This is an optimization exercise on Yosys and OpenROAD, whose aim is small area, a short achievable clock period and few clock cycles per item, not a production implementation. In this exercise RTL edits were held to simulation tests only and were not proved equivalent to the original.

File: flow/design.v
`timescale 1ns / 1ps
module n2bcd(
input signed [15:0] n,
input clk,
output reg [19:0] bcd
);
reg signed [15:0] abs_n;     
wire [15:0] d1,d2,d3;        
wire [15:0] q1,q2,q3;        
wire [15:0] f1,f2,f3;        
	assign d1=16'd1000;
	assign d2=16'd100;
	assign d3=16'd10;
always@(posedge clk)
begin
	bcd[19:16]<=n>=0?4'd0:4'd5;
	bcd[15:12]<=q1[3:0];
	bcd[11:8]<=q2[3:0];
	bcd[7:4] <=q3[3:0];
	bcd[3:0] <=f3[3:0];
end
always@(*)
	abs_n=n>0?n:-n;
assign q1=abs_n/d1;
assign f1=abs_n%d1;
assign q2=f1/d2;
assign f2=f1%d2;
assign q3=f2/d3;
assign f3=f2%d3;
endmodule
module bcd2n(
input signed [19:0] bcd,
input en,
input clk,
output reg signed [15:0] n
);
always@(posedge clk)
if(en)
	n<=(bcd[19:16]==4'd5)?(-bcd[15:12]*1000-bcd[11:8]*100-bcd[7:4]*10-bcd[3:0]):(bcd[15:12]*1000+bcd[11:8]*100+bcd[7:4]*10+bcd[3:0]);
else
	n<=0;
endmodule
`timescale 1ns / 1ps
module bcd_calc(
	input clk,
	input rst,
	input in_valid,
	input [19:0] in_a,
	input [19:0] in_b,
	input [1:0] in_op,        
	output in_ready,
	output out_valid,
	output [19:0] out_result,
	output out_error
);
wire signed [15:0] lo,ro;
wire signed [31:0] mult_re;
wire signed [15:0] div_re;
reg signed [31:0] result;
wire [19:0] re_bcd;
reg [1:0] op1;
reg v1,v2,v3;
reg dz2;
reg error;
assign in_ready = 1'b1;
bcd2n lb(in_a,1'b1,clk,lo);				 
bcd2n rb(in_b,1'b1,clk,ro);
n2bcd reb(result[15:0],clk,re_bcd);		 
assign mult_re = lo*ro;					 
assign div_re = lo/ro;					 
always@(posedge clk)
begin
	op1<=in_op;
	if(op1==2'd0)
		result<=lo+ro;
	else if(op1==2'd1)
		result<=lo-ro;
	else if(op1==2'd2)
		result<=mult_re;
	else
		result<=div_re;
	dz2<=(op1==2'd3)&&(ro==0);
	error<=dz2||(result>9999)||(result<-9999);
end
always@(posedge clk)
if(rst)
begin
	v1<=0;
	v2<=0;
	v3<=0;
end
else
begin
	v1<=in_valid;
	v2<=v1;
	v3<=v2;
end
assign out_valid = v3;
assign out_error = error;
assign out_result = error ? 20'd0 : re_bcd;
endmodule
File: flow/run.sh
#!/bin/bash
# synth_recipe.tcl (not shown) runs the flow's synth.tcl, then flattens the netlist and writes it again
# the make line also repeats each setting of config.mk as NAME=value (left out here)
make -C /OpenROAD-flow-scripts/flow DESIGN_CONFIG=/design/flow/config.mk WORK_HOME=/design/flow/orfs CLKGATE_MAP_FILE= SYNTH_SCRIPT=/design/flow/synth_recipe.tcl finish
File: flow/config.mk
export PLATFORM = sky130hd
export DESIGN_NAME = bcd_calc
export DESIGN_NICKNAME = bcd_calc
export VERILOG_FILES = /design/flow/design.v
export SDC_FILE = /design/flow/constraint.sdc
export NUM_CORES = 4
export LEC_CHECK = 0
export CAP_MARGIN = 20
export CORE_MARGIN = 2
export CORE_UTILIZATION = 40
export PLACE_DENSITY = 0.6
export SLEW_MARGIN = 20
File: flow/constraint.sdc
create_clock -name core_clock -period 42.0 [get_ports {clk}]
set_input_delay 8.4000 -clock core_clock [delete_from_list [all_inputs] [get_ports {clk}]]
set_output_delay 8.4000 -clock core_clock [all_outputs]
set_load 0.01 [all_outputs]
==> metrics.md <==
| Metric | Value |
|---|---|
| Status | finished clean |
| Share of post-route cells with drive strength above 1 | 6.44% |
| Vias/cell | about 5.3 |
| Grt ovf | 0 |
| Skew final | between 0.03 and 0.04 ns |
| Top_reg_cell synth | dfxtp_1 |
| Crit path largest cell delay | approximately 0.46 ns |
| Syn Inst Count | around 3800 |
| Final setup margin | about 2.9 ns |
| Root buffer cell | clkbuf_16 |
| Final Non-Filler Cells | just under 5000 |
| Post-synth EDFFs | 0 |
| CTS max path bufs | 2 |
| Commonest cells after routing, fill and taps aside | inv_1 (587), ha_1 (445), fa_1 (362), nand2_1 (297), nor2_1 (242) |
| Clock transition at path regs | 0.07 ns |
| Critical Path Slowest Stage Cell | or3_1 |
| Synth area leaders | fa_1 (24%), ha_1 (18%), inv_1 (7.2%) |
| Max-slew violation count | 0 |
| Largest net degree at the start of global routing | 52 |
| CP required | roughly 42 ns |
| #FFs+latches synth | between 80 and 90 |
| Worst Tran Pin Value | slightly above 1 ns |
| Vias in the first global route | ~26000 |
| Design area | between 30000 and 40000 um2 |
| Pre-CTS WS | approximately 0.19 ns |
| CTS tree | yes |
| Detailed Place HPWL | roughly 67000 um |
| Die Span X | 281 um |
| Reg-to-reg endpoint | result[10] |
| Worst r2r src | rb.n[2] |
| Total number of vias | 25590 |
| First-iteration detailed-routing DRC count | 1787 |
| CP Capture Type | flip-flop |
| Fmax | roughly 0.026 GHz |
| Synth unique cells | 107 |
| Arr. time, crit path | ~39 ns |
| Worst-path fanout max | 20 |
| Nets | 4622 |
| Startpoint Class | flip-flop |
| Post-CTS Hold Buffers | 0 |
| Area grow syn2layout | 7.70% |
| R2R depth | 197 |
| Placeable Area | around 76000 um2 |
| Io pins | 68 |
| HP Class | reg2reg |
| Row cnt | slightly above 100 |
| Final setup fails | 0 |
| Detail Route Antenna Nets | 0 |
| GRT Total Usage | around a fifth |
| Synthesized area | about 30000 um2 |
| Placed insts | roughly 4800 |
| Ys Warns | 3 |
| Register area share after synthesis | around 5.7% |
| Final wirelength | between 80000 and 90000 um |
| Yosys top cell by area | fa_1 |
| First-pass GRT wire length | between 100000 and 150000 um |
| Min-Delay Startpoint | v2 |
| Initial antenna violation count | 1 |
| Syn_area_per_cell | approximately 8 um2 |
| Global placer's final weighted congestion | roughly 0.93 |
| Worst hold endpoint | v3 |
| Async set-reset flop share out of synthesis | 0% |
| Commonest non-fill, non-tap cell in the layout | inv_1 |
| R2R Setup Slk | 2.87 ns |
| WHS | 0.440 ns |
| Hold Fails Final Rpt | 0 |
| Total Die Area | roughly 79000 um2 |
| Dpl cell area | around 33000 um2 |
| Slew HR | roughly 33% |
| WS Path Type | reg2reg |
| Hold Path Depth | 1 |
| Residual DRC | 0 |
| Worst skew pair latency | 0.41 ns |
| Total CTS buffers | 9 |
| H-tree levels | 3 |
| Max Cap Viol | 0 |
| Buffers on Ports | 64 |
| DR pass1 iterations | 6 |
| Initial Util | between 40% and 50% |
| Drt wl/cell | roughly 17 um |
| CTS Sinks | 88 |
| DIE HEIGHT | between 200 and 300 um |
| Crit path time final | between 30 and 40 ns |
| # diodes | 0 |
| Tcrit/Tclk final | 93.2% |
| CP most frequent cell | o21a_1 |
| Yosys top cell area share | about a quarter |
-- Yosys cell counts (11+ instances only) --
master      n
nor2_1    242
and2_1     82
nor4_1     21
a31oi_1    24
o21a_1    100
a21o_1     45
nand4_1    33
xnor2_1   180
o21ai_0   149
nand2b_1   43
a21oi_1   206
o21bai_1   56
nor3_1    137
clkbuf_1  102
nand2_1   297
xor2_1     48
a211oi_1   12
or3_1      20
nor2b_1    40
buf_1      11
mux2_2     72
and3_1     16
dfxtp_1    88
mux2i_1    31
ha_1      445
o211ai_1   21
nand3_1    39
o31ai_1    41
fa_1      362
inv_1     588
-- logic make-up (layout without fill, tap and decap cells) --
| group | count (synthesis) | after routing | share of synthesized area (%) |
|---|---|---|---|
| muxes | 107 | 107 | 3.81 |
| other | 2 | 3 | 0.0244 |
| xor gates and xnor gates | 228 | 228 | 6.49 |
| DFF | 88 | 88 | 5.72 |
| AOI/OAI and AO/OA | 786 | 786 | 17.4 |
| buffers and inverters | 723 | 740 | 8.97 |
| and+or+nand+nor | 1014 | 1014 | 15.9 |
| adders and majority gates | 809 | 809 | 41.7 |
-- through the flow --
step	util (%)	TNS, ns
after detailed placement	43.0	0
after CTS	43.4	0
final	43.6	0
after global routing	43.6	-0.0702
after floorplan	-	0
after global placement	43.0	0
-- state kept, by name, summed over array words and instances, names as in the netlist --
| register | count |
|---|---|
| dz2 | 1 |
| error | 1 |
| lb.n | 16 |
| op1 | 2 |
| rb.n | 16 |
| reb.bcd | 17 |
| result | 32 |
| v1 | 1 |
| v2 | 1 |
| v3 | 1 |
-- how the worst max path moves through the flow --
stage | startpoint | end | slack [ns] | depth (start not counted)
after detailed placement | rb.n[3] | result[31] | 0.19 | 194
after CTS | rb.n[3] | result[31] | 0.09 | 195
after global placement | rb.n[3] | result[30] | 1.11 | 194
final | rb.n[2] | result[10] | 2.87 | 197
after global routing | rb.n[2] | result[10] | -0.05 | 197
after floorplan | rb.n[0] | result[25] | 3.10 | 203
-- metal layers --
metal	up-vias	share of wire, %	global-route usage [%]
met4	2	1.8	4.41
met1	12223	46	28.6
met5	-	0.012	0
met2	603	47	35.9
met3	91	4.8	2.43
li1	12671	-	-
-- what timing repair did --
item                                    CTS  global route
gates resized for setup                   0            28
endpoints found under the setup margin    0            32
buffers inserted                          0             5
-- final cells by class --
type	count	area, um2
Multi-Input combinational cell	2947	26400
Inverter	595	2230
Clock inverter	6	52.6
Timing Repair Buffer	129	1130
Clock buffer	10	239
Fill cell	7725	42900
Sequential cell	88	1770
Tap cell	1030	1290
-- critical path, delay by kind of cell, from the launching register on --
family	cells	cell delay [ns]
AOI/OAI and AO/OA	137	25.34
adders and majority gates	16	4.64
and+or+nand+nor	26	4.25
muxes	8	2.64
buffers and inverters	8	1.40
xor gates and xnor gates	2	0.39
DFF	1	0.30
Testbench counts, summed over its fixed seeds: cycles 8,024, items 8,000.

==> what the ideal ports hide <==
The flow's constraints put no driver on any port. The routed layout listed below was extracted and timed again, unchanged, in two steps.
Step 1 (the two cells are an assumption about what drives the block):
set clk [get_ports {clk}]
set_driving_cell -lib_cell sky130_fd_sc_hd__clkbuf_16 $clk
set_driving_cell -lib_cell sky130_fd_sc_hd__buf_2 [delete_from_list [all_inputs] $clk]
Step 2 moves the port delays by t, midway between the first and last clock arrival at a register: inputs arrive t later, outputs are due t later. That takes back most of the time a late clock gives input paths.
Slacks: ideal ports / drivers / drivers and shift; pairs: ideal ports / drivers.
t (ns): 0.449
slack for setup (ns): 2.867 / 2.867 / 2.867
clock arrival spread, ns: 0.038 / 0.039
cell pins on the clock port's net: 1
After both steps this run still meets setup and hold. The setup slack of this run moves by 0.000 ns with the drivers and by 0.000 ns with both steps.
